This design comes from an exercise in tuning for small area, a short achievable clock period and few clock cycles per item on the open sky130 flow, not from production work.
In this exercise RTL edits were held to simulation tests only and were not proved equivalent to the original.

run 1:
## rs_mul
module rs_mul
#(
    parameter int RS_COUNT = 2,
    parameter ROB_DEPTH = 32,
    parameter TAG_LEN = $clog2(ROB_DEPTH) - 1
)(
    input logic clk,
    input logic rst,branch_mispredicted,
    input logic [TAG_LEN:0] cdb_tag1,cdb_tag2, cdb_tag3,cdb_tag4,
    input logic [31:0] cdb_result1,cdb_result2,cdb_result3,cdb_result4,
    input logic update_add,update_rob,update_lsq,update_bp,
    input logic dis_valid,
    input logic [1:0] dis_rs_type,
    input logic [4:0] dis_aluop,
    input logic dis_rs1_rdy, dis_rs2_rdy,
    input logic [TAG_LEN:0] dis_Qj, dis_Qk, dis_rob_num,
    input logic [31:0] dis_rs1_data, dis_rs2_data,
    output logic mul_rdy,mul_full,
    output logic [TAG_LEN:0] rob_num_mul,
    output  logic [31:0] rs1m,rs2m,
    output logic [31:0] result_mul
);
localparam int NE = RS_COUNT;
localparam int IW = (NE > 1) ? $clog2(NE) : 1;
wire flush = rst | branch_mispredicted;
logic [NE-1:0] busy, r1, r2, iss;
logic [2:0]  opc [NE];       
logic [4:0]  q1 [NE], q2 [NE], rob [NE];
logic [31:0] v1 [NE], v2 [NE];
logic          nxt_any;      
logic [IW-1:0] nxt_sel;      
logic        out_valid;
logic [4:0]  out_rob;
logic [31:0] out_res, out_a, out_b;
logic          w_valid, w_div, w_hi, w_neg;
logic [4:0]    w_rob;
logic [31:0]   w_a, w_b;
logic          e_busy;       
logic [IW-1:0] e_idx;
logic          e_div;
logic          e_first;      
  ...
Size in the first run: ~7800 cells after synthesis, roughly 560 flip-flops, ~350 I/O pins, about 54000 µm² of cells after synthesis.
==> flow/config.mk <==
export PLATFORM = sky130hd
export DESIGN_NAME = rs_mul
export DESIGN_NICKNAME = rs_mul
export VERILOG_FILES = /design/flow/design.v
export SDC_FILE = /design/flow/constraint.sdc
export NUM_CORES = 8
export LEC_CHECK = 0
export ABC_AREA = 1
export CAP_MARGIN = 40
export CORE_MARGIN = 2
export CORE_UTILIZATION = 40
export SLEW_MARGIN = 40
==> flow/constraint.sdc <==
create_clock -name core_clock -period 10.0 [get_ports {clk}]
set_input_delay 2.0000 -clock core_clock [delete_from_list [all_inputs] [get_ports {clk}]]
set_output_delay 2.0000 -clock core_clock [all_outputs]
set_load 0.01 [all_outputs]
standard.sh (not shown) runs the stock make flow with config.mk's settings and CLKGATE_MAP_FILE= SYNTH_SCRIPT=/design/flow/synth_recipe.tcl, a recipe that flattens the netlist after the stock synthesis.
==> flow/flow/run.sh <==
#!/bin/bash
set -euo pipefail
B="BUFFER_PORTS_ARGS=-buffer_cell sky130_fd_sc_hd__buf_2"
bash standard.sh synth > flow_synth.log 2>&1
bash standard.sh SETUP_SLACK_MARGIN=6 "$B" cts > flow_cts.log 2>&1
bash standard.sh SETUP_SLACK_MARGIN=5.75 "$B" finish > flow_finish.log 2>&1
Testbench counts of run 1, summed over its fixed seeds: cycles 5,196, items 1,840.
Modified inputs, run 2 compared to run 1
--- a/flow/flow/run.sh
+++ b/flow/flow/run.sh
@@ -1,0 +2,3 @@
+# Own layout flow: the standard synthesis unchanged, then the standard ORFS layout with
+#  - port buffers of the plain sky130_fd_sc_hd__buf_2 cell.
+# Each step's full output goes to a log file in this folder (ORFS's own logs are under orfs/logs).
--- a/flow/config.mk
+++ b/flow/config.mk
@@ -8 +7,0 @@
-export ABC_AREA = 1
## What came out
Run 2 against run 1: synthesized instance count shows a reduction of 969; utilization went down; area of all placed cells without fillers saw an increase. Compared with run 1, run 2 shows a worst path required time that is 0.10 ns lower. Row mean instance size in the synthesized netlist: run 2 higher / run 1 lower. Lower number of antenna violations at the first check in global routing was reported by run 1, not run 2. The higher global-route usage came out of run 1. Synthesized netlist net count delta for run 2 relative to run 1: 969 lower. Compared with run 1, sum of met3 wire segment lengths after detailed routing in run 2 decreased by a few percent. Run 2 reports its end point of the critical path as S[11] while run 1 reports S[14]. Run 2: total inserted antenna cells is 39 higher than what run 1 reported.
[inputs] run 3 vs run 2
--- a/flow/config.mk
+++ b/flow/config.mk
@@ -7,0 +8 @@
+export ABC_AREA = 1
@@ -10 +11,2 @@
-export CORE_UTILIZATION = 40
+export CORE_UTILIZATION = 55
+export PLACE_DENSITY = 0.7
Notes after the runs:
Per the comparison of run 3 with run 2, multi-input gate area in the final layout shows a reduction of 9.1%; routed length on met3 now sits higher.
Relative to run 2, the number of buffers created by CTS of run 3 is lower by 1.4%.
Compare run 3 and run 2 | worst setup slack higher: run 2
Run 3: full flow OK, the timing, design-rule and antenna checks passed
[compare] base=run 2 new=run 3: number of nets in the synthesized netlist saw an increase, core occupancy in the finished layout shows an increase of 17 points, share of final layout cell area taken by clock buffers and inverters ~0 delta.
The following lists how run 4 was set up differently from run 3:
--- a/flow/flow/run.sh
+++ b/flow/flow/run.sh
@@ -6 +5,0 @@
-B="BUFFER_PORTS_ARGS=-buffer_cell sky130_fd_sc_hd__buf_2"
@@ -8,2 +7 @@
-bash standard.sh SETUP_SLACK_MARGIN=6 "$B" cts > flow_cts.log 2>&1
-bash standard.sh SETUP_SLACK_MARGIN=5.75 "$B" finish > flow_finish.log 2>&1
+bash standard.sh SETUP_SLACK_MARGIN=6 "BUFFER_PORTS_ARGS=-buffer_cell sky130_fd_sc_hd__buf_2" finish > flow_layout.log 2>&1
--- a/flow/config.mk
+++ b/flow/config.mk
@@ -11,2 +11 @@
-export CORE_UTILIZATION = 55
-export PLACE_DENSITY = 0.7
+export CORE_UTILIZATION = 40
==> comparison <==
- The final reports for run 4 and run 3 show HPWL after detailed placement higher in the former.
- Reported for run 3 and run 4, flip-flop and latch count after synthesis turned out identical to the last digit.
- Taking run 3 as the reference point, the growth of design area from synthesis to finish of run 4 rises by 6.0 points.
- Run 3 vs run 4, cell type of the slowest stage on the worst timing path: a2111oi_0 vs dfxtp_2
- Routed wire length on run 4 is up relative to run 3.
- Setup slack: run 4 less than run 3
- Compared with run 3, run 4 degrades power.
- Run 3 → run 4: width of the chip has increased; non-clock buffer contribution to total cell area moved up; met1 capacity usage during global routing lower; fmax went down by 1.2 MHz.
- Launch point of the critical path: cdb_tag4[4] -> run 3, S[2] -> run 4
## Diff of input files: run 5 against run 4
--- a/flow/flow/run.sh
+++ b/flow/flow/run.sh
@@ -5,0 +6 @@
+B="BUFFER_PORTS_ARGS=-buffer_cell sky130_fd_sc_hd__buf_2"
@@ -7 +8,2 @@
-bash standard.sh SETUP_SLACK_MARGIN=6 "BUFFER_PORTS_ARGS=-buffer_cell sky130_fd_sc_hd__buf_2" finish > flow_layout.log 2>&1
+bash standard.sh SETUP_SLACK_MARGIN=6 "$B" cts > flow_cts.log 2>&1
+bash standard.sh SETUP_SLACK_MARGIN=5.75 "$B" finish > flow_finish.log 2>&1
--- a/flow/config.mk
+++ b/flow/config.mk
@@ -11 +11 @@
-export CORE_UTILIZATION = 40
+export CORE_UTILIZATION = 50
### Flow results
From run 4 to run 5, final count of negative-setup-slack endpoints did not move at all.
Run 5 reports its capture point of the critical path as v1[1][24] while run 4 reports S[14].
Synthesis-to-finish area growth in run 5 vs run 4: down 5.8 points
Between run 4 and run 5, the flow reports final cell count decreasing by a few percent.
Comparing run 4 and run 5, length of routed met3 wiring is lower on run 4.

port drivers added, routing unchanged:
In the flow no input, the clock included, has a driving cell. The finished layouts below were timed again as built, in two steps. Step 1: set_driving_cell puts a clkbuf_16 on clk and a buf_2 on each other input, an assumption about the parent block. Step 2 adds t to the input delays and takes it off the output delays; t is the mean of the earliest and latest rising clock arrival at the registers after step 1. Input paths then give back, and output paths get back, about the clock's delay inside the block. Slacks: ideal / step 1 / step 2; pairs: ideal / step 1.
run | t (ns) | setup slack, ns | worst setup path after step 2 | clock arrival spread, ns | slew at the worst register clock pin (ns)
run 1 | 0.781 | 5.662 / 5.662 / 5.077 | input to register | 0.044 / 0.044 | 0.07 / 0.07
run 2 | 0.774 | 5.761 / 5.761 / 5.058 | input to register | 0.092 / 0.092 | 0.07 / 0.07
run 3 | 0.746 | 5.709 / 5.746 / 5.011 | input to register | 0.040 / 0.041 | 0.08 / 0.08
run 4 | 0.786 | 5.687 / 5.687 / 5.293 | input to register | 0.047 / 0.048 | 0.07 / 0.07
run 5 | 0.753 | 5.740 / 5.781 / 5.028 | input to register | 0.040 / 0.040 | 0.07 / 0.07
After both steps setup and hold are still met in every run listed. For run 5, which loses most, drivers alone change the setup slack by +0.041 ns; drivers and shift together by -0.712 ns.
